What follows belongs to an exercise in optimizing a design on an open flow for small area, a short achievable clock period and few clock cycles; a production flow would make more cautious choices.
Only simulation tests tie the RTL to the original design; equivalence was not proved.
Power figures rest on the tool's default switching activity, not on a simulated workload.

--- run.sh ---
#!/bin/bash
# synth_recipe.tcl (not shown) runs the flow's synth.tcl, then flattens the netlist and writes it again
# the make line also repeats each setting of config.mk as NAME=value (left out here)
make -C /OpenROAD-flow-scripts/flow DESIGN_CONFIG=/design/flow/config.mk WORK_HOME=/design/flow/orfs CLKGATE_MAP_FILE= SYNTH_SCRIPT=/design/flow/synth_recipe.tcl finish
--- config.mk ---
export PLATFORM = sky130hd
export DESIGN_NAME = queenController
export DESIGN_NICKNAME = queenController
export VERILOG_FILES = /design/flow/design.v
export SDC_FILE = /design/flow/constraint.sdc
export NUM_CORES = 4
export LEC_CHECK = 0
export CAP_MARGIN = 20
export CORE_MARGIN = 2
export CORE_UTILIZATION = 40
export CTS_CLUSTER_DIAMETER = 70
export CTS_CLUSTER_SIZE = 30
export SETUP_SLACK_MARGIN = 5
export SLEW_MARGIN = 20
export SYNTH_HIERARCHICAL = 1
--- constraint.sdc ---
create_clock -name core_clock -period 12.0 [get_ports {sysClk}]
set_input_delay 2.4000 -clock core_clock [delete_from_list [all_inputs] [get_ports {sysClk}]]
set_output_delay 2.4000 -clock core_clock [all_outputs]
set_load 0.01 [all_outputs]
--- design.v ---
`timescale 1ns / 1ps
module queens(
	input clk,
	input reset,
	input [4:0] n,
	output reg [31:0] result,
	input [4:0] row_query,
	output [4:0] row_result
    );
	reg [4:0] column;
	reg [4:0] cur;
	reg [4:0] rn;
	reg [4:0] Q [0:30];
	reg [4:0] FS [0:30];
	reg [30:0] Rused;
	reg [60:0] A;
	reg [60:0] B;
	reg finished;
	reg found;
	integer i;
	genvar g;
	wire [154:0] q_flat, fs_flat;
	generate for (g = 0; g < 31; g = g + 1) begin : fl
		assign q_flat[5*g +: 5] = Q[g];
		assign fs_flat[5*g +: 5] = FS[g];
	end endgenerate
	wire [31:0] col_oh, cur_oh, prev_oh;
	queens_dec dec_col(.s(column), .oh(col_oh));
	queens_dec dec_cur(.s(cur), .oh(cur_oh));
	wire [3:0] rq_lo;
	wire [7:0] rq_hi;
	generate for (g = 0; g < 4; g = g + 1) begin : plo
		assign rq_lo[g] = (row_query[1:0] == g);
	end endgenerate
	generate for (g = 0; g < 8; g = g + 1) begin : phi
		assign rq_hi[g] = (row_query[4:2] == g);
	end endgenerate
	wire [4:0] cm1 = column - 5'd1;
	wire [4:0] prev;
	queens_sel5 sel_prev(.oh(col_oh[31:1]), .d(q_flat), .y(prev));
	queens_dec dec_prev(.s(prev), .oh(prev_oh));
	wire sol = (column == n);
	wire exh = (cur == n);
	wire back = sol | exh;
	wire [30:0] occ = Rused | {1'b0, A[60:31]} | {B[29:0], 1'b0};
	wire [30:0] S = cur_oh[30:0];
	wire [30:0] C = prev_oh[31:1];    
	wire blocked;
	queens_sel1 sel_occ(.oh(S), .d(occ), .y(blocked));
	wire fwd = ~back & ~blocked;
	always @(posedge clk, posedge reset)
	begin
		if (reset) begin
			result <= 0;
			Rused <= 0;
			A <= 0;
			B <= 0;
			column <= 0;
			cur <= 0;
			rn <= 0;
			finished <= 0;
			found <= 0;
		end else if (~finished) begin
			if (sol) begin
				result <= result + 1;
				rn <= (rn == n) ? 5'd0 : rn + 5'd1;
				found <= 1'b1;
			end
			if (fwd) begin
				column <= column + 5'd1;
				cur <= 5'd0;
			end else if (back) begin
				column <= cm1;
				cur <= prev;
			end else
				cur <= cur + 5'd1;
			finished <= back & (column == 0);
			if (fwd) begin
				Rused <= Rused | S;
				A <= {1'b0, A[60:1]} | {S, 30'd0};
				B <= {B[59:0], 1'b0} | {30'd0, S};
			end else if (back) begin
				Rused <= Rused & ~C;
				A <= {A[59:0], 1'b0} & ~{C[29:0], 31'd0};
				B <= {1'b0, B[60:1]} & ~{31'd0, C[30:1]};
			end
		end
	end
	always @(posedge clk)
	begin
		if (~finished) begin
			for (i = 0; i < 31; i = i + 1) begin
				if (fwd && col_oh[i]) Q[i] <= cur + 5'd1;
				if (sol && ~found) FS[i] <= Q[i];
			end
		end
	end
	wire [4:0] q_rd, fs_rd;
	queens_rd31 rd_q(.lo(rq_lo), .hi(rq_hi), .d(q_flat), .y(q_rd));
	queens_rd31 rd_fs(.lo(rq_lo), .hi(rq_hi), .d(fs_flat), .y(fs_rd));
	wire g_q = ~finished & (row_query < column);
	wire g_f = finished & found & (row_query < n);
	wire g_c = ~finished & ~sol & (row_query == column);
	wire g_r = ~finished & (row_query == n);
	generate for (g = 0; g < 5; g = g + 1) begin : ob
		wire x0, x1;
		queens_a22oi o0(.a0(g_q), .b0(q_rd[g]), .a1(g_f), .b1(fs_rd[g]), .y(x0));
		queens_a22oi o1(.a0(g_c), .b0(cur[g]), .a1(g_r), .b1(rn[g]), .y(x1));
		queens_nand2 o2(.a(x0), .b(x1), .y(row_result[g]));
	end endgenerate
endmodule
module queens_dec(
	input [4:0] s,
	output [31:0] oh
    );
	genvar g;
	generate for (g = 0; g < 32; g = g + 1) begin : d
		assign oh[g] = (s == g);
	end endgenerate
endmodule
module queens_rd31(
	input [3:0] lo,
	input [7:0] hi,
	input [154:0] d,
	output [4:0] y
    );
	genvar b, k, j;
	wire [159:0] dx = {5'd0, d};
	generate for (b = 0; b < 5; b = b + 1) begin : bt
		wire [3:0] grp;
		for (k = 0; k < 4; k = k + 1) begin : q
			wire [7:0] dk;
			for (j = 0; j < 8; j = j + 1) begin : e
				assign dk[j] = dx[5*(4*j+k) + b];
			end
			queens_sel8 u(.oh(hi), .d(dk), .y(grp[k]));
		end
		queens_sel4 u4(.oh(lo), .d(grp), .y(y[b]));
	end endgenerate
endmodule
module queens_sel4(input [3:0] oh, input [3:0] d, output y);
	wire p0 = ~((oh[0] & d[0]) | (oh[1] & d[1]));
	wire p1 = ~((oh[2] & d[2]) | (oh[3] & d[3]));
	assign y = ~(p0 & p1);
endmodule
module queens_sel8(input [7:0] oh, input [7:0] d, output y);
	wire [3:0] p;
	assign p[0] = ~((oh[0] & d[0]) | (oh[1] & d[1]));
	assign p[1] = ~((oh[2] & d[2]) | (oh[3] & d[3]));
	assign p[2] = ~((oh[4] & d[4]) | (oh[5] & d[5]));
	assign p[3] = ~((oh[6] & d[6]) | (oh[7] & d[7]));
	assign y = ~(p[0] & p[1] & p[2] & p[3]);
endmodule
module queens_a22oi(input a0, input b0, input a1, input b1, output y);
	assign y = ~((a0 & b0) | (a1 & b1));
endmodule
module queens_nand4(input a, input b, input c, input d, output y);
	assign y = ~(a & b & c & d);
endmodule
module queens_nand2(input a, input b, output y);
	assign y = ~(a & b);
endmodule
module queens_nor2(input a, input b, output y);
	assign y = ~(a | b);
endmodule
module queens_sel5(
	input [30:0] oh,
	input [154:0] d,
	output reg [4:0] y
    );
	integer i;
	always @* begin
		y = 5'd0;
		for (i = 0; i < 31; i = i + 1) y = y | ({5{oh[i]}} & d[5*i +: 5]);
	end
endmodule
module queens_sel1(
	input [30:0] oh,
	input [30:0] d,
	output y
    );
	assign y = |(oh & d);
endmodule
`timescale 1ns / 1ps
module queenController(
    input [4:0] n,
    input [1:0] outSel,
    input reset,
    output [7:0] outNum,
    input sysClk,
    output [31:0] result,
    input [4:0] row_query,
    output [4:0] row_result
    );
	queens queenSolver(.clk(sysClk), .reset(reset), .n(n), .result(result), .row_query(row_query), .row_result(row_result));
	assign outNum = outSel[1] ? (outSel[0] ? result[31:24] : result[23:16]) : (outSel[0] ? result[15:8] : result[7:0]);
endmodule
==> results of run 1 <==
==> power groups by stage <==
stage | Combinational [mW] | Sequential [mW] | Clock, mW
6_report | 2.36 | 2.49 | 1.28
5_1_grt | 2.55 | 2.51 | 1.37
4_1_cts | 2.30 | 2.48 | 1.30
3_5_place_dp | 2.29 | 2.51 | 0
3_3_place_gp | 2.25 | 2.51 | 0
2_1_floorplan | 1.78 | 2.40 | 0
==> registers in the layout, indices dropped and copies added, names as in the netlist <==
name,count
queenSolver.A,61
queenSolver.B,61
queenSolver.FS,155
queenSolver.Q,155
queenSolver.Rused,31
queenSolver.column,5
queenSolver.cur,5
queenSolver.finished,1
queenSolver.found,1
queenSolver.result,32
queenSolver.rn,5
==> worst paths after layout <==
kind | from | endpoint | slack (ns) | depth (start not counted)
worst max-delay path | row_query[0] | row_result[3] | 5.02 | 7
worst min-delay path | queenSolver.Q[23][1] | queenSolver.FS[23][1] | 0.49 | 0
worst max register to register | queenSolver.cur[3] | queenSolver.A[53] | 7.23 | 10
worst min register to register | queenSolver.Q[23][1] | queenSolver.FS[23][1] | 0.49 | 0
max in group asynchronous | reset | queenSolver.A[48] | 8.37 | 3
min in group asynchronous | reset | queenSolver.A[2] | 2.23 | 2
==> timing repair <==
| action | CTS | global route |
|---|---|---|
| endpoints found under the setup margin | 5 | 5 |
| pin swaps | 2 | 3 |
| gates resized for setup | 55 | 16 |
| gates cloned | 2 | 1 |
| setup buffers | 3 | 7 |
| hold buffers | 0 | 0 |
==> routing by layer <==
layer | global-route usage | routed length, um | vias to the layer above
li1 | - | - | 7514
met1 | 0.328 | 29100 | 8811
met2 | 0.384 | 34200 | 934
met3 | 0.0313 | 6250 | 199
met4 | 0.0909 | 3080 | 0
met5 | 0 | 0 | -
==> final cells by class <==
class	instances	area, sq um	share of cell area
Clock inverter	22	293	0.0113
Clock buffer	38	887	0.0343
Multi-Input combinational cell	1282	8400	0.324
Inverter	18	73.8	0.00285
Tap cell	756	946	0.0365
Timing Repair Buffer	96	936	0.0361
Sequential cell	512	14400	0.555
==> critical path, stage by stage <==
cell	delay, ns
clkdlybuf4s15_1	0.40
nor2b_2	0.82
a22oi_1	0.32
nand2_1	0.15
a22oi_2	0.10
nand2_1	0.12
clkdlybuf4s15_1	0.25
==> per-stage QoR <==
| step | setup slack (ns) | hold slack (ns) |
|---|---|---|
| 2_1_floorplan | 5.05 | 0.449 |
| 4_1_cts | 4.84 | 0.485 |
| 3_3_place_gp | 3.75 | 0.476 |
| 5_1_grt | 5.00 | 0.491 |
| 6_report | 5.02 | 0.489 |
| 3_5_place_dp | 3.69 | 0.475 |
==> impl_results.md, run 1 <==
* WP data required at between 9 and 10 ns
* Gr ovfl total at 0
* Setup TNS at 0 ns
* Worst Path Arrival at 4.58 ns
* Fillers at 5,175
* Antenna diodes at 0
* TritonCTS clock tree: built
* Drt initial violations at about 2,100
* Outcome: no timing/DRC/antenna violations
* Residual DRC count at 0
* Std cell rows at 87
* All-Layer GR Usage at 0.238
* Antenna viol nets, final at 0
* Comb pwr share at 0.385
* P_leak at 8.48 nW
* GPL Wtd Cong at 0.966
* Die Y at approximately 240 um
* PwrDens at approximately 240 nW/um^2
* Maximum vdd drop at ~0.00023 V
* Clk latency of the worst-skew pair at 0.57 ns
* Total CTS buffers at 34
* Most frequent cells in the layout: 310 x edfxtp_1, 243 x a22oi_1, 225 x nor2_1
* Hold Crit Class: flip-flop to flip-flop
* Crit. End Element: primary output
* Max_cap viols at 0
* Number of vias in the routed layout at 17,458
* Drt first pass iters at 6
* Commonest non-fill, non-tap cell in the layout: edfxtp_1
* Max Fclk at 143 MHz
* Clock share of power at 0.209
* Die X at 244 um
* Post-place instance area at roughly 24,000 sq um
* Clock Tree Buf Depth at 3
* Post-DP HPWL at between 40,000 and 50,000 um
* Total power at 6.13 mW
* Post-route insts no fill at roughly 2,700
* Area growth syn-to-layout at 12.5%
* Ports at 59
* Sw Share at 0.426
* CTS clk-pin slew, worst paths at 0.11 ns
* Avg Synthesized Cell Area at 12.2 sq um
* Clk_skew at 0.0289 ns
* Fin crit period at 6.98 ns
* Post-route cell area at roughly 26,000 sq um
* Synth warn at 10
* Drt wl/cell at 26.6 um
* RSZ-0062 raised after global routing: false
* Maximum number of pins on one net before global-route repair at around 180
* Final hold vios at 0
* Die area at 59,500 sq um
* Placed Instances at 2,651
* Net Switching at around 2.6 mW
* Internal at 3.52 mW
* Synth Instances at 1,883
* Vias in the first global route at approximately 17,000
* Crit share post-route at 0.581
* Fin. max-slew vios at 0
* Post-synthesis cell area at around 23,000 sq um
* Final Net Count at 1,973
* Final core utilization at 0.458
* PortBufs at 58
* First-pass GRT wire length at 108,000 um
* WS Path Type: primary input to primary output
* Initial antenna violation count at 0
* Initial Util at 0.407
* Detailed Route WL at slightly above 70,000 um
* Sequential share of power at 0.406
* Share of cells above drive strength 1 at 0.0930
* CTS Sinks at just over 500
* DR vias/cell at 6.41
* Startpoint types: primary input
* Final setup violation count at 0
* Slew HR at 0.284
* Htree depth at 2
* Clock Tree Root: clkbuf_16
* Core area at 56,600 sq um
* Critical path fanouts, max at 10
* Slew at the pin closest to its max-slew limit at 1.07 ns
Testbench counts, summed over its fixed seeds: cycles 3,905,824.
==> inputs of run 2 (changes only) <==
==> flow/run.sh (new file) <==
#!/bin/bash
set -euo pipefail
cd "$(dirname "${BASH_SOURCE[0]}")/.."
bash standard.sh SETUP_SLACK_MARGIN=6 finish > standard_flow.log 2>&1
==> standard.sh (new file) <==
#!/bin/bash
# synth_recipe.tcl (not shown) runs the flow's synth.tcl, then flattens the netlist and writes it again
# the make line also repeats each setting of config.mk as NAME=value (left out here)
make -C /OpenROAD-flow-scripts/flow DESIGN_CONFIG=/design/flow/config.mk WORK_HOME=/design/flow/orfs CLKGATE_MAP_FILE= SYNTH_SCRIPT=/design/flow/synth_recipe.tcl "${@:-finish}"
--- a/config.mk
+++ b/config.mk
@@ -10,6 +10,5 @@
 export CORE_UTILIZATION = 40
 export CTS_CLUSTER_DIAMETER = 70
 export CTS_CLUSTER_SIZE = 30
-export SETUP_SLACK_MARGIN = 5
 export SLEW_MARGIN = 20
 export SYNTH_HIERARCHICAL = 1
removed: run.sh
==> impl_results.md, run 2 <==
* Clock Tree Root: clkbuf_16 (unchanged)
* Final core utilization at 0.476 (was 0.458)
* Die X at 244 um (unchanged)
* WP data required at 9.60 ns (about the same)
* Crit share post-route at 0.549 (was 0.581)
* Largest regs: queenSolver.FS (155), queenSolver.Q (155) (unchanged)
* Drt first pass iters at 8 (was 6)
* Most frequent cells in the layout: 310 x edfxtp_1, 225 x nor2_1, 202 x dfrtp_1 (was 310 x edfxtp_1, 243 x a22oi_1, 225 x nor2_1)
* Drt wl/cell at 28.7 um (was 26.6 um)
* Synth Instances at 1,883 (unchanged)
* Gr ovfl total at 0 (unchanged)
* Startpoint types: primary input (unchanged)
* PnR worst setup slack at 5.42 ns (was 5.02 ns)
* PwrDens at 233 nW/um^2 (was 237 nW/um^2)
* WS Path Type: primary input to primary output (unchanged)
* Final hold vios at 0 (unchanged)
* Max_cap viols at 0 (unchanged)
* Antenna viol nets, final at 0 (unchanged)
* GPL Wtd Cong at 0.928 (was 0.966)
* First-pass GRT wire length at 115,000 um (was 108,000 um)
* All-Layer GR Usage at 0.260 (was 0.238)
* Core area at 56,600 sq um (unchanged)
* Die Y at 244 um (unchanged)
* Area growth syn-to-layout at 17.1% (was 12.5%)
* Post-DP HPWL at 48,800 um (was 48,200 um)
* Clk latency of the worst-skew pair at 0.59 ns (was 0.57 ns)
* Slew at the pin closest to its max-slew limit at 1.19 ns (was 1.07 ns)
* Setup TNS at 0 ns (unchanged)
* Fin. max-slew vios at 0 (unchanged)
* Worst Path Arrival at 4.18 ns (was 4.58 ns)
* Hold_buf cts at 0 (unchanged)
* Drt initial violations at 2,593 (was 2,100)
* Maximum vdd drop at 0.000431 V (was 0.000229 V)
* Die area at 59,500 sq um (unchanged)
* Avg Synthesized Cell Area at 12.2 sq um (unchanged)
* Outcome: no timing/DRC/antenna violations (unchanged)
* Std cell rows at 87 (unchanged)
* Fin crit period at 6.58 ns (was 6.98 ns)
* Share of cells above drive strength 1 at 0.136 (was 0.0930)
* TritonCTS clock tree: built (unchanged)
* Post-synthesis cell area at 23,000 sq um (unchanged)
* Critical path fanouts, max at 6 (was 10)
* Slew HR at 0.202 (was 0.284)
* Final Net Count at 2,003 (was 1,973)
* Ports at 59 (unchanged)
* DR vias/cell at 6.56 (was 6.41)
* P_leak at 8.86 nW (was 8.48 nW)
* Final setup violation count at 0 (unchanged)
* Synth warn at 10 (unchanged)
* Maximum number of pins on one net before global-route repair at 105 (was 179)
* Htree depth at 2 (unchanged)
* Initial antenna violation count at 1 (was 0)
* Residual DRC count at 0 (unchanged)
* Crit. End Element: primary output (unchanged)
* Clk_skew at 0.0204 ns (was 0.0289 ns)
* CTS clk-pin slew, worst paths at 0.09 ns (was 0.11 ns)
* Max Fclk at 152 MHz (was 143 MHz)
* PortBufs at 58 (unchanged)
* Number of vias in the routed layout at 18,068 (was 17,458)
* RSZ-0062 raised after global routing: true (was false)
* Commonest non-fill, non-tap cell in the layout: edfxtp_1 (unchanged)
* Detailed Route WL at 79,200 um (was 72,600 um)
* CTS Sinks at 512 (unchanged)
* Initial Util at 0.407 (unchanged)
* Total CTS buffers at 34 (unchanged)
* Clock Tree Buf Depth at 3 (unchanged)
* Hold Crit Class: flip-flop to flip-flop (unchanged)
* Place WS at 3.97 ns (was 3.69 ns)
* Fillers at 5,042 (was 5,175)
* Vias in the first global route at 17,337 (was 16,832)
run 2: through the flow:
step	hold WS (ns)	instances	total power, mW	area [sq um]
floorplan	0.449	1891	4.19	23200
global placement	0.473	2649	4.80	24400
detailed placement	0.467	2649	4.83	24400
CTS	0.488	2747	6.23	26700
global route	0.503	2755	6.55	27000
finish	0.494	2756	6.29	27000
run 2: layer usage:
| layer | vias to the layer above | routed length, um | global-route usage |
|---|---|---|---|
| li1 | 7578 | - | - |
| met1 | 9084 | 30900 | 0.347 |
| met2 | 1134 | 35800 | 0.401 |
| met3 | 270 | 8240 | 0.0633 |
| met4 | 2 | 4180 | 0.116 |
| met5 | - | 47 | 0 |
run 2: repair_timing:
item,CTS,global route
gates resized for setup,193,22
buffers inserted,20,3
cloned,17,4
setup endpoints to repair,89,6
pin swaps,32,35
run 2: report_power, final:
part | switching (mW) | internal [mW] | total [mW]
Sequential | 0.277 | 2.22 | 2.50
Combinational | 1.72 | 0.720 | 2.44
Clock | 0.702 | 0.647 | 1.35
Total | 2.70 | 3.59 | 6.29
run 2: final cells by class:
cell class	count	area [sq um]	area share
sequential	512	14400	0.533
multi-input combinational	1282	8660	0.321
timing repair buffer	126	1670	0.0619
tap	756	946	0.0351
clock buffer	36	880	0.0326
clock inverter	25	360	0.0134
inverter	18	73.8	0.00274
antenna	1	2.50	0.0000928
run 2: final timing paths:
| path | start | to | slack (ns) | cells after the start |
|---|---|---|---|---|
| max | row_query[2] | row_result[1] | 5.42 | 11 |
| min | queenSolver.Q[12][0] | queenSolver.FS[12][0] | 0.49 | 0 |
| max reg2reg | queenSolver.cur[2] | queenSolver.Q[14][0] | 7.32 | 8 |
| min reg2reg | queenSolver.Q[12][0] | queenSolver.FS[12][0] | 0.49 | 0 |
| max in group asynchronous | reset | queenSolver.A[2] | 7.77 | 4 |
| min in group asynchronous | reset | queenSolver.result[28] | 2.29 | 2 |
run 2: worst max-delay path: stages:
cell     delay [ns]
buf_16         0.12
nor3b_4        0.19
buf_12         0.15
buf_16         0.14
a22oi_2        0.16
nand4_1        0.13
a22oi_2        0.30
nand2_1        0.12
a22oi_2        0.23
nand2_1        0.10
buf_6          0.13
==> inputs of run 3 (changes only) <==
--- a/design.v
+++ b/design.v
@@ -95,18 +95,18 @@
 			end
 		end
 	end
-	wire [4:0] q_rd, fs_rd;
-	queens_rd31 rd_q(.lo(rq_lo), .hi(rq_hi), .d(q_flat), .y(q_rd));
-	queens_rd31 rd_fs(.lo(rq_lo), .hi(rq_hi), .d(fs_flat), .y(fs_rd));
 	wire g_q = ~finished & (row_query < column);
 	wire g_f = finished & found & (row_query < n);
 	wire g_c = ~finished & ~sol & (row_query == column);
 	wire g_r = ~finished & (row_query == n);
+	wire [3:0] lo_q = rq_lo & {4{g_q}};
+	wire [3:0] lo_f = rq_lo & {4{g_f}};
+	wire [9:0] q_pn, f_pn;
+	queens_rd31 rd_q(.lo(lo_q), .hi(rq_hi), .d(q_flat), .pn(q_pn));
+	queens_rd31 rd_fs(.lo(lo_f), .hi(rq_hi), .d(fs_flat), .pn(f_pn));
+	wire [4:0] cr = ({5{g_c}} & cur) | ({5{g_r}} & rn);
 	generate for (g = 0; g < 5; g = g + 1) begin : ob
-		wire x0, x1;
-		queens_a22oi o0(.a0(g_q), .b0(q_rd[g]), .a1(g_f), .b1(fs_rd[g]), .y(x0));
-		queens_a22oi o1(.a0(g_c), .b0(cur[g]), .a1(g_r), .b1(rn[g]), .y(x1));
-		queens_nand2 o2(.a(x0), .b(x1), .y(row_result[g]));
+		queens_rdout o(.pn({q_pn[2*g +: 2], f_pn[2*g +: 2]}), .cr(cr[g]), .y(row_result[g]));
 	end endgenerate
 endmodule
 module queens_dec(
@@ -122,7 +122,7 @@
 	input [3:0] lo,
 	input [7:0] hi,
 	input [154:0] d,
-	output [4:0] y
+	output [9:0] pn
     );
 	genvar b, k, j;
 	wire [159:0] dx = {5'd0, d};
@@ -135,8 +135,12 @@
 			end
 			queens_sel8 u(.oh(hi), .d(dk), .y(grp[k]));
 		end
-		queens_sel4 u4(.oh(lo), .d(grp), .y(y[b]));
-	end endgenerate
+		queens_a22oi u0(.a0(lo[0]), .b0(grp[0]), .a1(lo[1]), .b1(grp[1]), .y(pn[2*b]));
+		queens_a22oi u1(.a0(lo[2]), .b0(grp[2]), .a1(lo[3]), .b1(grp[3]), .y(pn[2*b+1]));
+	end endgenerate
+endmodule
+module queens_rdout(input [3:0] pn, input cr, output y);
+	assign y = ~(&pn) | cr;
 endmodule
 module queens_sel4(input [3:0] oh, input [3:0] d, output y);
 	wire p0 = ~((oh[0] & d[0]) | (oh[1] & d[1]));
==> impl_results.md, run 3 <==
* Outcome: no timing/DRC/antenna violations (unchanged)
* Fin. max-slew vios at 0 (unchanged)
* Slew at the pin closest to its max-slew limit at 1.09 ns (was 1.19 ns)
* Clk_skew at 0.0206 ns (was 0.0204 ns)
* Worst Setup SP: row_query[1] (was row_query[2])
* Slowest cell on the critical path: ha_2 (was a22oi_2)
* Post-DP HPWL at 48,200 um (was 48,800 um)
* Cells along the critical path: buf_8 > ha_2 > nand4_1 > o211ai_1 > buf_4 > buf_4 > nor2_4 > a22oi_2 > nand4_1 > buf_2 (was buf_16 > nor3b_4 > buf_12 > buf_16 > a22oi_2 > nand4_1 > a22oi_2 > nand2_1 > a22oi_2 > nand2_1 > buf_6)
* Comb pwr share at 0.412 (was 0.388)
* Hold Path Sink: queenSolver.FS[22][4] (was queenSolver.FS[12][0])
* Most frequent cells in the layout: 310 x edfxtp_1, 231 x nor2_1, 227 x a22oi_1 (was 310 x edfxtp_1, 225 x nor2_1, 202 x dfrtp_1)
* Sw Share at 0.426 (was 0.429)
* Hold WS at 0.507 ns (was 0.494 ns)
* Hold path start: queenSolver.Q[22][4] (was queenSolver.Q[12][0])
* Number of vias in the routed layout at 17,718 (was 18,068)
* Hold path cells at 0 (unchanged)
* Startpoint types: primary input (unchanged)
* Net Switching at 2.73 mW (was 2.70 mW)
* Die X at 245 um (was 244 um)
* Sequential share of power at 0.398 (was 0.397)
* Maximum number of pins on one net before global-route repair at 174 (was 105)
* Fillers at 5,229 (was 5,042)
* Clock share of power at 0.190 (was 0.215)
* All-Layer GR Usage at 0.244 (was 0.260)
* RSZ-0062 raised after global routing: true (unchanged)
* TritonCTS clock tree: built (unchanged)
* Total power at 6.42 mW (was 6.29 mW)
* Largest regs: queenSolver.FS (155), queenSolver.Q (155) (unchanged)
* Drt initial violations at 2,620 (was 2,593)
* DR vias/cell at 6.44 (was 6.56)
* PortBufs at 58 (unchanged)
* Final Net Count at 1,991 (was 2,003)
* Std cell rows at 88 (was 87)
* Critical R2R Launch: queenSolver.cur[4] (was queenSolver.cur[2])
* Detailed Route WL at 73,700 um (was 79,200 um)
* Reg-to-reg endpoint: queenSolver.Q[0][3] (was queenSolver.Q[14][0])
* Initial Util at 0.403 (was 0.407)
* Gr ovfl total at 0 (unchanged)
* Slew HR at 0.271 (was 0.202)
* Drt wl/cell at 26.8 um (was 28.7 um)
* Critical path fanouts, max at 7 (was 6)
* FF-to-FF path depth at 11 (was 8)
* Synth Instances at 1,901 (was 1,883)
* CTS Sinks at 512 (unchanged)
* Setup slack, reg-to-reg at 7.05 ns (was 7.32 ns)
* Clock Tree Buf Depth at 3 (unchanged)
* Hold Crit Class: flip-flop to flip-flop (unchanged)
* Residual DRC count at 0 (unchanged)
* Core area at 57,500 sq um (was 56,600 sq um)
* WS Path Type: primary input to primary output (unchanged)
* Ports at 59 (unchanged)
* Max_cap viols at 0 (unchanged)
* Worst Path Arrival at 4.28 ns (was 4.18 ns)
* Setup TNS at 0 ns (unchanged)
* Crit path largest cell delay at 0.31 ns (was 0.30 ns)
* Share of cells above drive strength 1 at 0.113 (was 0.136)
* GPL Wtd Cong at 0.993 (was 0.928)
* Initial antenna violation count at 3 (was 1)
* P_leak at 8.69 nW (was 8.86 nW)
* WP data required at 9.60 ns (about the same)
* Die Y at 245 um (was 244 um)
* Avg Synthesized Cell Area at 12.2 sq um (about the same)
* Area of the multi-input gates at 8780 sq um (was 8660 sq um)
* Antenna viol nets, final at 0 (unchanged)
* Internal at 3.69 mW (was 3.59 mW)
* Commonest non-fill, non-tap cell in the layout: edfxtp_1 (unchanged)
* Area growth syn-to-layout at 13.8% (was 17.1%)
* First-pass GRT wire length at 111,000 um (was 115,000 um)
* Vias in the first global route at 17,246 (was 17,337)
* PwrDens at 244 nW/um^2 (was 233 nW/um^2)
* Post-synthesis cell area at 23,200 sq um (was 23,000 sq um)
* Final hold vios at 0 (unchanged)
* Crit. End Element: primary output (unchanged)
* Antenna diodes at 0 (was 1)
* Hold_buf cts at 0 (unchanged)
* Final core utilization at 0.458 (was 0.476)
* Htree depth at 1 (was 2)
* FF+latch area at 14,400 sq um (about the same)
* Total CTS buffers at 31 (was 34)
* Fin crit period at 6.68 ns (was 6.58 ns)
* Die area at 59,800 sq um (was 59,500 sq um)
* Crit share post-route at 0.557 (was 0.549)
* Maximum vdd drop at 0.000352 V (was 0.000431 V)
* Clk latency of the worst-skew pair at 0.63 ns (was 0.59 ns)
* Final setup violation count at 0 (unchanged)
* Clock Tree Root: clkbuf_16 (unchanged)
* CTS clk-pin slew, worst paths at 0.10 ns (was 0.09 ns)
* Max Fclk at 150 MHz (was 152 MHz)
* Drt first pass iters at 6 (was 8)
* Synth warn at 10 (unchanged)
[run 3: worst max path at each step]
| stage | endpoint | slack [ns] | depth (start not counted) |
|---|---|---|---|
| 2_1_floorplan | row_result[0] | 5.72 | 6 |
| 3_3_place_gp | row_result[0] | 3.80 | 10 |
| 3_5_place_dp | row_result[0] | 3.79 | 10 |
| 4_1_cts | row_result[0] | 5.42 | 9 |
| 5_1_grt | row_result[0] | 5.29 | 10 |
| 6_report | row_result[0] | 5.32 | 10 |
[run 3: power groups by stage]
stage	combinational (mW)	sequential (mW)	clock, mW
6_report	2.65	2.56	1.22
5_1_grt	2.86	2.59	1.30
4_1_cts	2.61	2.54	1.24
3_5_place_dp	2.55	2.58	0
3_3_place_gp	2.50	2.57	0
2_1_floorplan	1.87	2.48	0
[run 3: layout make-up]
cell class | instances | area share
Timing Repair Buffer | 101 | 0.0402
Inverter | 18 | 0.00271
Clock buffer | 32 | 0.0296
Sequential cell | 512 | 0.545
Tap cell | 765 | 0.0363
Clock inverter | 25 | 0.0124
Multi-Input combinational cell | 1298 | 0.333
[run 3: routing by layer]
layer	track usage	wire length (um)	vias up
li1	-	-	7628
met1	0.340	30000	8913
met2	0.378	33500	985
met3	0.0576	7650	192
met4	0.0755	2620	0
met5	0	0	-
[run 3: critical path, delay by kind of cell]
family | cells | cell delay, ns
simple gates | 3 | 0.42
fa+ha+maj | 1 | 0.31
buf+inv | 4 | 0.71
compound gates | 2 | 0.43
[run 3: stage by stage]
stage               setup WS, ns  area [sq um]  instances
floorplan                   5.72         23300       1909
global route                5.29         26300       2751
CTS                         5.42         26300       2750
detailed placement          3.79         24700       2672
global placement            3.80         24700       2672
finish                      5.32         26300       2751
[run 3: what timing repair did]
item | CTS | global route
gates cloned | 5 | 0
setup buffers | 16 | 1
setup endpoints to repair | 13 | 11
gates resized for setup | 163 | 11
pin swaps | 26 | 18
Testbench counts of run 3, summed over its fixed seeds: cycles 3,905,824.
==> inputs of run 4 (changes only) <==
--- a/config.mk
+++ b/config.mk
@@ -7,7 +7,7 @@
 export LEC_CHECK = 0
 export CAP_MARGIN = 20
 export CORE_MARGIN = 2
-export CORE_UTILIZATION = 40
+export CORE_UTILIZATION = 65
 export CTS_CLUSTER_DIAMETER = 70
 export CTS_CLUSTER_SIZE = 30
 export SLEW_MARGIN = 20
==> impl_results.md, run 4 <==
* Hold path start: queenSolver.Q[11][1] (was queenSolver.Q[22][4])
* First-pass GRT wire length at 101,000 um (was 111,000 um)
* FF+latch area at 14,400 sq um (unchanged)
* Number of vias in the routed layout at 17,671 (was 17,718)
* Outcome: no timing/DRC/antenna violations (unchanged)
* Final Net Count at 1,984 (was 1,991)
* Crit. End Element: primary output (unchanged)
* Fin. max-slew vios at 0 (unchanged)
* Core area at 35,300 sq um (was 57,500 sq um)
* Post-route insts no fill at 2,436 (was 2,751)
* Internal at 3.70 mW (was 3.69 mW)
* Net Switching at 2.59 mW (was 2.73 mW)
* Antenna diodes at 0 (unchanged)
* Die area at 37,100 sq um (was 59,800 sq um)
* Hold_buf cts at 0 (unchanged)
* Slew at the pin closest to its max-slew limit at 1.13 ns (was 1.09 ns)
* CTS Sinks at 512 (unchanged)
* Final setup violation count at 0 (unchanged)
* Max_cap viols at 0 (unchanged)
* Total CTS buffers at 27 (was 31)
* Placed Instances at 2,367 (was 2,672)
* Setup TNS at 0 ns (unchanged)
* PortBufs at 58 (unchanged)
* GPL Wtd Cong at 0.962 (was 0.993)
* Initial Util at 0.656 (was 0.403)
* TritonCTS clock tree: built (unchanged)
* Sw Share at 0.412 (was 0.426)
* Initial antenna violation count at 2 (was 3)
* WS Path Type: primary input to primary output (unchanged)
* Clock Tree Buf Depth at 3 (unchanged)
* Residual DRC count at 0 (unchanged)
* DR vias/cell at 7.25 (was 6.44)
* Antenna viol nets, final at 0 (unchanged)
* P_leak at 8.61 nW (was 8.69 nW)
* Final hold vios at 0 (unchanged)
* Met1 Usage GRT at 0.467 (was 0.340)
* WP data required at 9.60 ns (about the same)
* Most frequent cells in the layout: 310 x edfxtp_1, 232 x a22oi_1, 231 x nor2_1 (was 310 x edfxtp_1, 231 x nor2_1, 227 x a22oi_1)
* PwrDens at 244 nW/um^2 (about the same)
* Clock share of power at 0.184 (was 0.190)
* Area of the multi-input gates at 8700 sq um (was 8780 sq um)
* Htree depth at 1 (unchanged)
* Maximum number of pins on one net before global-route repair at 93 (was 174)
* Clk latency of the worst-skew pair at 0.60 ns (was 0.63 ns)
* Detailed Route WL at 67,200 um (was 73,700 um)
* Share of cells above drive strength 1 at 0.102 (was 0.113)
* Post-DP HPWL at 44,600 um (was 48,200 um)
* Comb pwr share at 0.411 (was 0.412)
* Slew HR at 0.243 (was 0.271)
* Gr ovfl total at 0 (unchanged)
* Startpoint types: primary input (unchanged)
* Vias in the first global route at 16,856 (was 17,246)
* Synth warn at 10 (unchanged)
* GR Util met2 at 0.605 (was 0.378)
* All-Layer GR Usage at 0.362 (was 0.244)
* Commonest non-fill, non-tap cell in the layout: edfxtp_1 (unchanged)
* Crit share post-route at 0.568 (was 0.557)
* Post-synthesis cell area at 23,200 sq um (unchanged)
* Worst Path Arrival at 4.41 ns (was 4.28 ns)
* Largest regs: queenSolver.FS (155), queenSolver.Q (155) (unchanged)
* Crit path largest cell delay at 0.32 ns (was 0.31 ns)
* GR Util met3 at 0.0518 (was 0.0576)
* CTS clk-pin slew, worst paths at 0.10 ns (about the same)
* Std cell rows at 69 (was 88)
* Fin crit period at 6.81 ns (was 6.68 ns)
* Hold Path Sink: queenSolver.FS[11][1] (was queenSolver.FS[22][4])
* Cells along the critical path: buf_8 > ha_4 > nand4_1 > o211ai_1 > buf_4 > nor3_4 > buf_12 > a22oi_2 > nor2b_1 > nand4_1 > buf_2 (was buf_8 > ha_2 > nand4_1 > o211ai_1 > buf_4 > buf_4 > nor2_4 > a22oi_2 > nand4_1 > buf_2)
* Drt initial violations at 2,526 (was 2,620)
* Clock Tree Root: clkbuf_16 (unchanged)
* Area growth syn-to-layout at 11.4% (was 13.8%)
* Drt first pass iters at 7 (was 6)
* Hold path cells at 0 (unchanged)
* Critical path fanouts, max at 7 (unchanged)
* RSZ-0062 raised after global routing: true (unchanged)
* Max Fclk at 147 MHz (was 150 MHz)
* Reg-to-reg endpoint: queenSolver.Q[16][2] (was queenSolver.Q[0][3])
* Most frequent CP cell: nand4_1
* Avg Synthesized Cell Area at 12.2 sq um (unchanged)
* Die X at 193 um (was 245 um)
* Critical R2R Launch: queenSolver.cur[3] (was queenSolver.cur[4])
* Ports at 59 (unchanged)
* Clk_skew at 0.0289 ns (was 0.0206 ns)
* Die Y at 193 um (was 245 um)
* Sequential share of power at 0.404 (was 0.398)
* Final core utilization at 0.731 (was 0.458)
* Drt wl/cell at 27.6 um (was 26.8 um)
* Hold Crit Class: flip-flop to flip-flop (unchanged)
* Synth Instances at 1,901 (unchanged)
* GR peak layer: met2 (unchanged)
* Fillers at 2,373 (was 5,229)
* FF-to-FF path depth at 11 (unchanged)
* Maximum vdd drop at 0.000247 V (was 0.000352 V)
* Setup slack, reg-to-reg at 7.48 ns (was 7.05 ns)
* Slowest cell on the critical path: o211ai_1 (was ha_2)
==> run 4: how the worst max path moves through the flow <==
stage                       from       endpoint  slack (ns)  cells past startpoint
global placement    row_query[2]  row_result[3]        3.77                     10
finish              row_query[1]  row_result[3]        5.19                     11
CTS                 row_query[2]  row_result[3]        5.44                     13
global route                n[4]  row_result[0]        5.12                     12
detailed placement  row_query[2]  row_result[3]        3.71                     10
floorplan           row_query[4]  row_result[0]        5.72                      6
==> run 4: final cells by class <==
cell class              instances  share of cell area
repair buffers                102              0.0407
well taps                     461              0.0224
clock buffers                  31              0.0284
clock inverters                18              0.0113
flip-flops and latches        512               0.557
inverters                      18             0.00315
multi-input cells            1294               0.337
==> run 4: timing repair <==
action | 4_1_cts | 5_1_grt
gates resized for setup | 146 | 16
cloned | 0 | 2
setup endpoints to repair | 13 | 8
pin swaps | 16 | 8
buffers inserted | 13 | 5
==> run 4: through the flow <==
step / hold slack [ns] / setup WS (ns) / power [mW] / instance area (sq um)
final: 0.486 / 5.19 / 6.29 / 25800
after global routing: 0.489 / 5.12 / 6.59 / 25800
after CTS: 0.478 / 5.44 / 6.24 / 25700
after detailed placement: 0.465 / 3.71 / 5.07 / 24300
after global placement: 0.460 / 3.77 / 4.97 / 24300
after floorplan: 0.449 / 5.72 / 4.36 / 23300
==> run 4: metal layers <==
metal / routed length [um] / part of all wire
met4: 3980 / 0.059
met2: 32600 / 0.49
met5: 11 / 0.00016
met1: 24600 / 0.37
met3: 5920 / 0.088
==> run 4: power by group through the flow <==
| stage | sequential, mW | clock, mW | combinational [mW] |
|---|---|---|---|
| finish | 2.54 | 1.16 | 2.59 |
| global route | 2.57 | 1.23 | 2.79 |
| CTS | 2.53 | 1.17 | 2.53 |
| detailed placement | 2.57 | 0 | 2.50 |
| global placement | 2.56 | 0 | 2.41 |
| floorplan | 2.48 | 0 | 1.87 |
==> run 4: critical path: cells and delay by family <==
| kind | cells | cell delay [ns] |
|---|---|---|
| adders and majority gates | 1 | 0.26 |
| buffers and inverters | 4 | 0.71 |
| AOI/OAI and AO/OA | 2 | 0.48 |
| and+or+nand+nor | 4 | 0.55 |
==> inputs of run 5 (changes only) <==
==> flow/run.sh (replaced) <==
#!/bin/bash
# Layout flow: the standard layout (standard.sh, all ORFS steps from the
# standard synthesis to the final DEF) with two settings changed:
#  - every port still gets its buffer, but placement inserts buf_1 there
#    (repair upsizes it where timing needs it).
# The clock, the constraints and every step are the standard flow's.
set -euo pipefail
cd "$(dirname "${BASH_SOURCE[0]}")/.."
bash standard.sh SETUP_SLACK_MARGIN=6 "BUFFER_PORTS_ARGS=-buffer_cell sky130_fd_sc_hd__buf_1" finish > standard_flow.log 2>&1
--- a/config.mk
+++ b/config.mk
@@ -7,7 +7,7 @@
 export LEC_CHECK = 0
 export CAP_MARGIN = 20
 export CORE_MARGIN = 2
-export CORE_UTILIZATION = 65
+export CORE_UTILIZATION = 40
 export CTS_CLUSTER_DIAMETER = 70
 export CTS_CLUSTER_SIZE = 30
 export SLEW_MARGIN = 20
==> impl_results.md, run 5 <==
* Outcome: no timing/DRC/antenna violations (unchanged)
* Clock Tree Buf Depth at 3 (unchanged)
* Total CTS buffers at 30 (was 27)
* PwrDens at 245 nW/um^2 (was 244 nW/um^2)
* First-pass GRT wire length at 108,000 um (was 101,000 um)
* Drt wl/cell at 26.5 um (was 27.6 um)
* Hold Crit Class: flip-flop to flip-flop (unchanged)
* Final core utilization at 0.454 (was 0.731)
* CTS Sinks at 512 (unchanged)
* Crit. End Element: primary output (unchanged)
* Fin. max-slew vios at 0 (unchanged)
* Fin crit period at 6.66 ns (was 6.81 ns)
* Fillers at 5,219 (was 2,373)
* Post-DP HPWL at 47,300 um (was 44,600 um)
* Clk_skew at 0.0314 ns (was 0.0289 ns)
* CTS clk-pin slew, worst paths at 0.10 ns (about the same)
* Total power at 6.40 mW (was 6.29 mW)
* Area growth syn-to-layout at 12.7% (was 11.4%)
* Reg-to-reg endpoint: queenSolver.A[43] (was queenSolver.Q[16][2])
* Hold WS at 0.498 ns (was 0.486 ns)
* Most frequent cells in the layout: 310 x edfxtp_1, 231 x nor2_1, 224 x a22oi_1 (was 310 x edfxtp_1, 232 x a22oi_1, 231 x nor2_1)
* FF-to-FF path depth at 10 (was 11)
* Detailed Route WL at 72,800 um (was 67,200 um)
* Hold Path Sink: queenSolver.FS[21][1] (was queenSolver.FS[11][1])
* FF+latch area at 14,400 sq um (unchanged)
* Drt first pass iters at 7 (unchanged)
* DR vias/cell at 6.48 (was 7.25)
* Core area at 57,500 sq um (was 35,300 sq um)
* WS Path Type: primary input to primary output (unchanged)
* Clock Tree Root: clkbuf_16 (unchanged)
* WP data required at 9.60 ns (about the same)
* Antenna viol nets, final at 0 (unchanged)
* Number of vias in the routed layout at 17,842 (was 17,671)
* Clk latency of the worst-skew pair at 0.64 ns (was 0.60 ns)
* Startpoint types: primary input (unchanged)
* Die X at 245 um (was 193 um)
* Ports at 59 (unchanged)
* Hold path start: queenSolver.Q[21][1] (was queenSolver.Q[11][1])
* RSZ-0062 raised after global routing: true (unchanged)
* GPL Wtd Cong at 0.980 (was 0.962)
* Final Net Count at 1,993 (was 1,984)
* Worst Setup SP: row_query[1] (unchanged)
* Final hold vios at 0 (unchanged)
* Gr ovfl total at 0 (unchanged)
* Post-synthesis cell area at 23,200 sq um (unchanged)
* Critical R2R Launch: queenSolver.cur[3] (unchanged)
* Synth Instances at 1,901 (unchanged)
* Share of cells above drive strength 1 at 0.113 (was 0.102)
* Residual DRC count at 0 (unchanged)
* Initial Util at 0.403 (was 0.656)
* TritonCTS clock tree: built (unchanged)
* Largest regs: queenSolver.FS (155), queenSolver.Q (155) (unchanged)
* Commonest non-fill, non-tap cell in the layout: edfxtp_1 (unchanged)
* Htree depth at 1 (unchanged)
* Synth warn at 10 (unchanged)
* Hold path cells at 0 (unchanged)
* Antenna diodes at 0 (unchanged)
* Crit share post-route at 0.555 (was 0.568)
* Die area at 59,800 sq um (was 37,100 sq um)
* Maximum number of pins on one net before global-route repair at 189 (was 93)
* PortBufs at 58 (unchanged)
* Final setup violation count at 0 (unchanged)
* Setup slack, reg-to-reg at 7.07 ns (was 7.48 ns)
* Critical path fanouts, max at 7 (unchanged)
* Slew HR at 0.272 (was 0.243)
* Slew at the pin closest to its max-slew limit at 1.09 ns (was 1.13 ns)
* Max_cap viols at 0 (unchanged)
* All-Layer GR Usage at 0.237 (was 0.362)
* Die Y at 245 um (was 193 um)
* Worst Path Arrival at 4.26 ns (was 4.41 ns)
* Initial antenna violation count at 2 (unchanged)
* Maximum vdd drop at 0.000401 V (was 0.000247 V)
* Max Fclk at 150 MHz (was 147 MHz)
* Hold_buf cts at 0 (unchanged)
* Setup TNS at 0 ns (unchanged)
* Vias in the first global route at 16,979 (was 16,856)
* Avg Synthesized Cell Area at 12.2 sq um (unchanged)
* Area of the multi-input gates at 8780 sq um (was 8700 sq um)
* P_leak at 8.51 nW (was 8.61 nW)
* Std cell rows at 88 (was 69)
* Drt initial violations at 2,656 (was 2,526)
==> run 5: critical path, cell delays in order <==
cell and delay, ns:
buf_6 0.14, ha_1 0.22, a21oi_2 0.14, nor2b_1 0.07, o21ai_0 0.15, o211ai_1 0.12
buf_4 0.19, buf_4 0.15, nor2_4 0.22, a22oi_2 0.12, nand4_1 0.17, buf_2 0.16
==> run 5: how the worst max path moves through the flow <==
| stage | end | slack (ns) | depth (start not counted) |
|---|---|---|---|
| 4_1_cts | row_result[4] | 5.42 | 13 |
| 3_3_place_gp | row_result[0] | 4.48 | 10 |
| 6_report | row_result[4] | 5.34 | 12 |
| 3_5_place_dp | row_result[0] | 4.45 | 10 |
| 2_1_floorplan | row_result[0] | 5.72 | 6 |
| 5_1_grt | row_result[0] | 5.28 | 11 |
==> run 5: cell type report <==
class	count	area share
clock buffer	31	0.0293
clock inverter	24	0.0127
inverter	18	0.00283
multi-input combinational	1297	0.336
sequential	512	0.551
tap	765	0.0367
timing repair buffer	105	0.0313
==> run 5: what timing repair did <==
action | CTS | global route
setup endpoints to repair | 13 | 5
buffers inserted | 21 | 0
hold endpoints to repair | 0 | 0
pin swaps | 24 | 7
gates resized for setup | 106 | 1
gates cloned | 4 | 0
==> run 5: metrics by stage <==
stage | worst slack [ns] | area [sq um] | instances
final | 5.34 | 26100 | 2752
after global routing | 5.28 | 26100 | 2752
after CTS | 5.42 | 26100 | 2751
after detailed placement | 4.45 | 24300 | 2671
after global placement | 4.48 | 24300 | 2671
after floorplan | 5.72 | 23300 | 1909
==> run 5: power breakdown <==
part           switching [mW]  total, mW  internal, mW
clock network           0.695       1.22         0.521
logic                    1.74       2.62         0.882
registers               0.291       2.56          2.27
total                    2.73       6.40          3.67
==> run 5: layer usage <==
| metal | wire length, um | up-vias | GRT usage | part of all wire |
|---|---|---|---|---|
| li1 | - | 7629 | - | - |
| met1 | 29100 | 8878 | 0.330 | 0.40 |
| met2 | 33100 | 1111 | 0.369 | 0.46 |
| met3 | 7880 | 222 | 0.0539 | 0.11 |
| met4 | 2720 | 2 | 0.0714 | 0.037 |
| met5 | 13 | - | 0 | 0.00018 |
==> inputs of run 6 (changes only) <==
--- a/config.mk
+++ b/config.mk
@@ -7,7 +7,7 @@
 export LEC_CHECK = 0
 export CAP_MARGIN = 20
 export CORE_MARGIN = 2
-export CORE_UTILIZATION = 40
+export CORE_UTILIZATION = 65
 export CTS_CLUSTER_DIAMETER = 70
 export CTS_CLUSTER_SIZE = 30
 export SLEW_MARGIN = 20
==> impl_results.md, run 6 <==
* Setup slack, reg-to-reg at 7.23 ns (was 7.07 ns)
* Final hold vios at 0 (unchanged)
* Commonest non-fill, non-tap cell in the layout: edfxtp_1 (unchanged)
* Core area at 35,300 sq um (was 57,500 sq um)
* Crit path largest cell delay at 0.24 ns (was 0.22 ns)
* FF-to-FF path depth at 8 (was 10)
* Clk latency of the worst-skew pair at 0.61 ns (was 0.64 ns)
* Die area at 37,100 sq um (was 59,800 sq um)
* CTS Sinks at 512 (unchanged)
* Vias in the first global route at 16,888 (was 16,979)
* Slew HR at 0.274 (was 0.272)
* Synth warn at 10 (unchanged)
* Share of cells above drive strength 1 at 0.101 (was 0.113)
* Metal2 WL at 31,400 um (was 33,100 um)
* Die Y at 193 um (was 245 um)
* Fillers at 2,451 (was 5,219)
* Number of vias in the routed layout at 17,699 (was 17,842)
* Most frequent CP cell: buf_4 (unchanged)
* Residual DRC count at 0 (unchanged)
* Final core utilization at 0.719 (was 0.454)
* Most frequent cells in the layout: 310 x edfxtp_1, 233 x a22oi_1, 231 x nor2_1 (was 310 x edfxtp_1, 231 x nor2_1, 224 x a22oi_1)
* Setup TNS at 0 ns (unchanged)
* Reg-to-reg endpoint: queenSolver.A[50] (was queenSolver.A[43])
* Gr ovfl total at 0 (unchanged)
* Post-DP HPWL at 44,300 um (was 47,300 um)
* Ports at 59 (unchanged)
* Fin. max-slew vios at 0 (unchanged)
* Initial Util at 0.656 (was 0.403)
* Max_cap viols at 0 (unchanged)
* PortBufs at 58 (unchanged)
* CTS clk-pin slew, worst paths at 0.12 ns (was 0.10 ns)
* WP data required at 9.60 ns (about the same)
* Antenna viol nets, final at 0 (unchanged)
* Outcome: no timing/DRC/antenna violations (unchanged)
* Maximum number of pins on one net before global-route repair at 97 (was 189)
* Worst Setup SP: n[2] (was row_query[1])
* Crit share post-route at 0.558 (was 0.555)
* P_leak at 8.39 nW (was 8.51 nW)
* First-pass GRT wire length at 101,000 um (was 108,000 um)
* GPL Wtd Cong at 0.960 (was 0.980)
* Post-synthesis cell area at 23,200 sq um (unchanged)
* Hold WS at 0.476 ns (was 0.498 ns)
* Area growth syn-to-layout at 9.71% (was 12.7%)
* Drt first pass iters at 7 (unchanged)
* Cells along the critical path: buf_8 > inv_4 > ha_4 > a21oi_2 > nor2b_1 > o21ai_1 > o211ai_1 > buf_4 > nor3_4 > buf_4 > a22oi_2 > nor2b_2 > nand4_1 > buf_2 (was buf_6 > ha_1 > a21oi_2 > nor2b_1 > o21ai_0 > o211ai_1 > buf_4 > buf_4 > nor2_4 > a22oi_2 > nand4_1 > buf_2)
* Critical R2R Launch: queenSolver.cur[2] (was queenSolver.cur[3])
* Post-place instance area at 23,900 sq um (was 24,300 sq um)
* Total power at 6.33 mW (was 6.40 mW)
* Synth Instances at 1,901 (unchanged)
* Total CTS buffers at 29 (was 30)
* Largest regs: queenSolver.FS (155), queenSolver.Q (155) (unchanged)
* Clk_skew at 0.0310 ns (was 0.0314 ns)
* Clock Tree Root: clkbuf_16 (unchanged)
* Detailed Route WL at 67,000 um (was 72,800 um)
* Critical path fanouts, max at 4 (was 7)
* Final setup violation count at 0 (unchanged)
* DR top layer: met4 (was met5)
* Setup crit end: row_result[0] (was row_result[4])
* Startpoint types: primary input (unchanged)
* Clock Tree Buf Depth at 3 (unchanged)
* Avg Synthesized Cell Area at 12.2 sq um (unchanged)
* Hold Crit Class: flip-flop to flip-flop (unchanged)
* Met3 WL post-DR at 6570 um (was 7880 um)
* TritonCTS clock tree: built (unchanged)
* Die X at 193 um (was 245 um)
* Maximum vdd drop at 0.000269 V (was 0.000401 V)
* Initial antenna violation count at 1 (was 2)
* Slew at the pin closest to its max-slew limit at 1.09 ns (about the same)
* All-Layer GR Usage at 0.363 (was 0.237)
* Crit. End Element: primary output (unchanged)
* Htree depth at 1 (unchanged)
* Max Fclk at 149 MHz (was 150 MHz)
* FF+latch area at 14,400 sq um (unchanged)
* WS Path Type: primary input to primary output (unchanged)
* WL met1 at 24,800 um (was 29,100 um)
* Worst Path Arrival at 4.30 ns (was 4.26 ns)
* Area of the multi-input gates at 8660 sq um (was 8780 sq um)
* Slowest cell on the critical path: nor3_4 (was ha_1)
* PwrDens at 249 nW/um^2 (was 245 nW/um^2)
* Post-route cell area at 25,400 sq um (was 26,100 sq um)
* Std cell rows at 69 (was 88)
* Hold_buf cts at 0 (unchanged)
* RSZ-0062 raised after global routing: true (unchanged)
* Drt initial violations at 2,279 (was 2,656)
* Drt wl/cell at 27.5 um (was 26.5 um)
* Fin crit period at 6.70 ns (was 6.66 ns)
* DR vias/cell at 7.27 (was 6.48)
* Final Net Count at 1,981 (was 1,993)
==> run 6: final cells by class <==
type                            instances  share of cell area
Timing Repair Buffer                   97              0.0250
Multi-Input combinational cell       1294               0.341
Tap cell                              461              0.0227
Sequential cell                       512               0.566
Clock inverter                         21              0.0124
Clock buffer                           32              0.0302
Antenna cell                            1           0.0000985
Inverter                               18             0.00291
==> run 6: what timing repair did <==
action	4_1_cts	5_1_grt
pin swaps	11	9
endpoints found under the setup margin	6	5
setup buffers	10	2
gates resized for setup	59	9
==> run 6: routing by layer <==
layer  vias to the layer above  GRT usage
met5                         -          0
met4                         0      0.201
met3                       274     0.0567
met2                      1080      0.574
met1                      8741      0.484
li1                       7604          -
==> run 6: worst max-delay path, delay by kind of cell <==
family / cells / cell delay [ns]
simple gates: 4 / 0.60
fa+ha+maj: 1 / 0.20
buf+inv: 5 / 0.66
compound gates: 4 / 0.44
==> run 6: metrics by stage <==
stage,instances,setup slack [ns]
floorplan,1909,5.72
global placement,2368,4.45
detailed placement,2368,4.39
CTS,2431,5.39
global route,2436,5.22
finish,2436,5.30
==> run 6: worst min-delay path by stage <==
stage,start,to,slack [ns],cells after the start
2_1_floorplan,queenSolver.Q[13][3],queenSolver.FS[13][3],0.45,0
3_3_place_gp,queenSolver.Q[16][0],queenSolver.FS[16][0],0.46,0
3_5_place_dp,queenSolver.Q[16][0],queenSolver.FS[16][0],0.47,0
4_1_cts,queenSolver.Q[24][3],queenSolver.FS[24][3],0.48,0
5_1_grt,queenSolver.Q[24][3],queenSolver.FS[24][3],0.50,0
6_report,queenSolver.Q[24][3],queenSolver.FS[24][3],0.48,0
==> run 6: power breakdown <==
| group | leakage, nW | total (mW) | switching [mW] | internal [mW] |
|---|---|---|---|---|
| clock network | 0.523 | 1.19 | 0.672 | 0.520 |
| registers | 5.04 | 2.54 | 0.279 | 2.27 |
| logic | 2.83 | 2.59 | 1.71 | 0.881 |
| total | 8.39 | 6.33 | 2.66 | 3.67 |
==> inputs of run 7 (changes only) <==
--- a/design.v
+++ b/design.v
@@ -142,11 +142,6 @@
 module queens_rdout(input [3:0] pn, input cr, output y);
 	assign y = ~(&pn) | cr;
 endmodule
-module queens_sel4(input [3:0] oh, input [3:0] d, output y);
-	wire p0 = ~((oh[0] & d[0]) | (oh[1] & d[1]));
-	wire p1 = ~((oh[2] & d[2]) | (oh[3] & d[3]));
-	assign y = ~(p0 & p1);
-endmodule
 module queens_sel8(input [7:0] oh, input [7:0] d, output y);
 	wire [3:0] p;
 	assign p[0] = ~((oh[0] & d[0]) | (oh[1] & d[1]));
@@ -157,15 +152,6 @@
 endmodule
 module queens_a22oi(input a0, input b0, input a1, input b1, output y);
 	assign y = ~((a0 & b0) | (a1 & b1));
-endmodule
-module queens_nand4(input a, input b, input c, input d, output y);
-	assign y = ~(a & b & c & d);
-endmodule
-module queens_nand2(input a, input b, output y);
-	assign y = ~(a & b);
-endmodule
-module queens_nor2(input a, input b, output y);
-	assign y = ~(a | b);
 endmodule
 module queens_sel5(
 	input [30:0] oh,
==> impl_results.md, run 7 <==
* Slew HR at 0.274 (unchanged)
* Cells along the critical path: buf_8 > inv_4 > ha_4 > a21oi_2 > nor2b_1 > o21ai_1 > o211ai_1 > buf_4 > nor3_4 > buf_4 > a22oi_2 > nor2b_2 > nand4_1 > buf_2 (unchanged)
* CP bufs+invs at 5 (unchanged)
* Vias in the first global route at 16,888 (unchanged)
* Clk latency of the worst-skew pair at 0.61 ns (about the same)
* RSZ-0062 raised after global routing: true (unchanged)
* Die X at 193 um (unchanged)
* Slew at the pin closest to its max-slew limit at 1.09 ns (unchanged)
* Drt first pass iters at 7 (unchanged)
* Setup slack, reg-to-reg at 7.23 ns (about the same)
* CTS clk-pin slew, worst paths at 0.12 ns (about the same)
* DR vias/cell at 7.27 (unchanged)
* TritonCTS clock tree: built (unchanged)
* Area growth syn-to-layout at 9.71% (unchanged)
* All-Layer GR Usage at 0.363 (unchanged)
* Most frequent cells in the layout: 310 x edfxtp_1, 233 x a22oi_1, 231 x nor2_1 (unchanged)
* Htree depth at 1 (unchanged)
* Worst Path Arrival at 4.30 ns (about the same)
* Commonest non-fill, non-tap cell in the layout: edfxtp_1 (unchanged)
* Outcome: no timing/DRC/antenna violations (unchanged)
* WP data required at 9.60 ns (about the same)
* Avg Synthesized Cell Area at 12.2 sq um (unchanged)
* Most frequent CP cell: buf_4 (unchanged)
* P_leak at 8.39 nW (unchanged)
* Final setup violation count at 0 (unchanged)
* Synth warn at 10 (unchanged)
* Fin. max-slew vios at 0 (unchanged)
* Crit path largest cell delay at 0.24 ns (about the same)
* Residual DRC count at 0 (unchanged)
* Post-DP HPWL at 44,300 um (unchanged)
* Setup TNS at 0 ns (unchanged)
* Maximum number of pins on one net before global-route repair at 97 (unchanged)
* PwrDens at 249 nW/um^2 (unchanged)
* Number of vias in the routed layout at 17,699 (unchanged)
* Final core utilization at 0.719 (unchanged)
* Fin crit period at 6.70 ns (unchanged)
* Die Y at 193 um (unchanged)
* CTS Sinks at 512 (unchanged)
* Final hold vios at 0 (unchanged)
* Post-synthesis cell area at 23,200 sq um (unchanged)
* Max_cap viols at 0 (unchanged)
* Startpoint types: primary input (unchanged)
* Synth Instances at 1,901 (unchanged)
* Clock Tree Root: clkbuf_16 (unchanged)
* Crit path max-delay family: buffers and inverters (unchanged)
* First-pass GRT wire length at 101,000 um (unchanged)
* Drt initial violations at 2,279 (unchanged)
* Share of cells above drive strength 1 at 0.101 (unchanged)
* Clk_skew at 0.0310 ns (unchanged)
* Clock Tree Buf Depth at 3 (unchanged)
* Drt wl/cell at 27.5 um (unchanged)
* Initial antenna violation count at 1 (unchanged)
* Hold Crit Class: flip-flop to flip-flop (unchanged)
* Crit share post-route at 0.558 (unchanged)
* GPL Wtd Cong at 0.960 (unchanged)
* Critical path fanouts, max at 4 (unchanged)
* Std cell rows at 69 (unchanged)
* Max Fclk at 149 MHz (unchanged)
* Detailed Route WL at 67,000 um (unchanged)
* Fillers at 2,451 (unchanged)
* Final Net Count at 1,981 (unchanged)
* PortBufs at 58 (unchanged)
* Initial Util at 0.656 (unchanged)
* Gr ovfl total at 0 (unchanged)
* Total CTS buffers at 29 (unchanged)
* Largest regs: queenSolver.FS (155), queenSolver.Q (155) (unchanged)
* Die area at 37,100 sq um (unchanged)
* WS Path Type: primary input to primary output (unchanged)
* Ports at 59 (unchanged)
* Antenna viol nets, final at 0 (unchanged)
* Crit. End Element: primary output (unchanged)
* Slowest cell on the critical path: nor3_4 (unchanged)
* Maximum vdd drop at 0.000269 V (unchanged)
* Core area at 35,300 sq um (unchanged)
## run 7: layout make-up
type,instances,area (sq um),share of cell area
Multi-Input combinational cell,1294,8660,0.341
Timing Repair Buffer,97,636,0.0250
Clock buffer,32,768,0.0302
Inverter,18,73.8,0.00291
Sequential cell,512,14400,0.566
Tap cell,461,577,0.0227
Clock inverter,21,315,0.0124
Antenna cell,1,2.50,0.0000985
## run 7: path summary, 6_finish.rpt
kind                                      start  cells after the start                     to
setup / recovery                           n[2]                     14          row_result[0]
hold / removal             queenSolver.Q[24][3]                      0  queenSolver.FS[24][3]
setup reg to reg             queenSolver.cur[2]                      8      queenSolver.A[50]
hold reg to reg            queenSolver.Q[24][3]                      0  queenSolver.FS[24][3]
max in group asynchronous                 reset                      5      queenSolver.B[17]
min in group asynchronous                 reset                      3      queenSolver.B[46]
## run 7: worst register-to-register path: cells and delay by family (launching register included)
| kind | cells | cell delay [ns] |
|---|---|---|
| flip-flops | 1 | 0.68 |
| AO/OA/AOI/OAI | 3 | 1.50 |
| buffers and inverters | 1 | 0.91 |
| AND/OR/NAND/NOR | 4 | 1.61 |
## run 7: per-stage QoR
stage | hold WS, ns | instance area, sq um | power [mW] | instances | setup slack, ns
after floorplan | 0.449 | 23300 | 4.36 | 1909 | 5.72
after global placement | 0.459 | 23900 | 4.98 | 2368 | 4.45
after detailed placement | 0.469 | 23900 | 5.05 | 2368 | 4.39
after CTS | 0.482 | 25300 | 6.25 | 2431 | 5.39
after global routing | 0.495 | 25400 | 6.64 | 2436 | 5.22
final | 0.476 | 25400 | 6.33 | 2436 | 5.30
## run 7: where the power goes
| group | total (mW) | switching [mW] | internal, mW | leakage, nW |
|---|---|---|---|---|
| registers | 2.54 | 0.279 | 2.27 | 5.04 |
| clock network | 1.19 | 0.672 | 0.520 | 0.523 |
| logic | 2.59 | 1.71 | 0.881 | 2.83 |
| total | 6.33 | 2.66 | 3.67 | 8.39 |
## run 7: routing by layer
layer | up-vias | GRT usage | routed length [um]
li1 | 7604 | - | -
met1 | 8741 | 0.484 | 24800
met2 | 1080 | 0.574 | 31400
met3 | 274 | 0.0567 | 6570
met4 | 0 | 0.201 | 4290
met5 | - | 0 | 0
## run 7: timing repair
action,in CTS,in global routing
hold buffers,0,0
resized for setup,59,9
setup buffers,10,2
endpoints found under the setup margin,6,5
pin swaps,11,9
Testbench counts of run 7, summed over its fixed seeds: cycles 3,905,824.

## re-timing with driven ports
In the flow no input, the clock included, has a driving cell. The finished layouts below were timed again as built, in two steps.
Step 1, drivers: a clkbuf_16 drives sysClk and a buf_2 each remaining input, both assumed.
Step 2, shift: input delay + t, output delay - t, t = (earliest + latest rising clock arrival at the registers) / 2. This alone moves slack from input paths to output paths.
a / b / c = ideal / step 1 / step 2; a / b = the first two.
run | t, ns | setup slack, ns | worst register clock-pin slew, ns
run 1 | 0.615 | 5.024 / 4.998 / 4.998 | 0.11 / 0.11
run 2 | 0.641 | 5.417 / 5.255 / 5.255 | 0.10 / 0.10
run 3 | 0.683 | 5.317 / 5.176 / 5.176 | 0.11 / 0.11
run 4 | 0.645 | 5.186 / 5.104 / 5.104 | 0.11 / 0.11
run 5 | 0.679 | 5.342 / 5.212 / 5.212 | 0.10 / 0.10
run 6 | 0.653 | 5.299 / 5.230 / 5.230 | 0.12 / 0.12
run 7 | 0.653 | 5.299 / 5.230 / 5.230 | 0.12 / 0.12
After both steps every run listed still meets setup and hold. For run 2, which loses most, drivers alone change the setup slack by -0.162 ns; drivers and shift together by -0.162 ns.
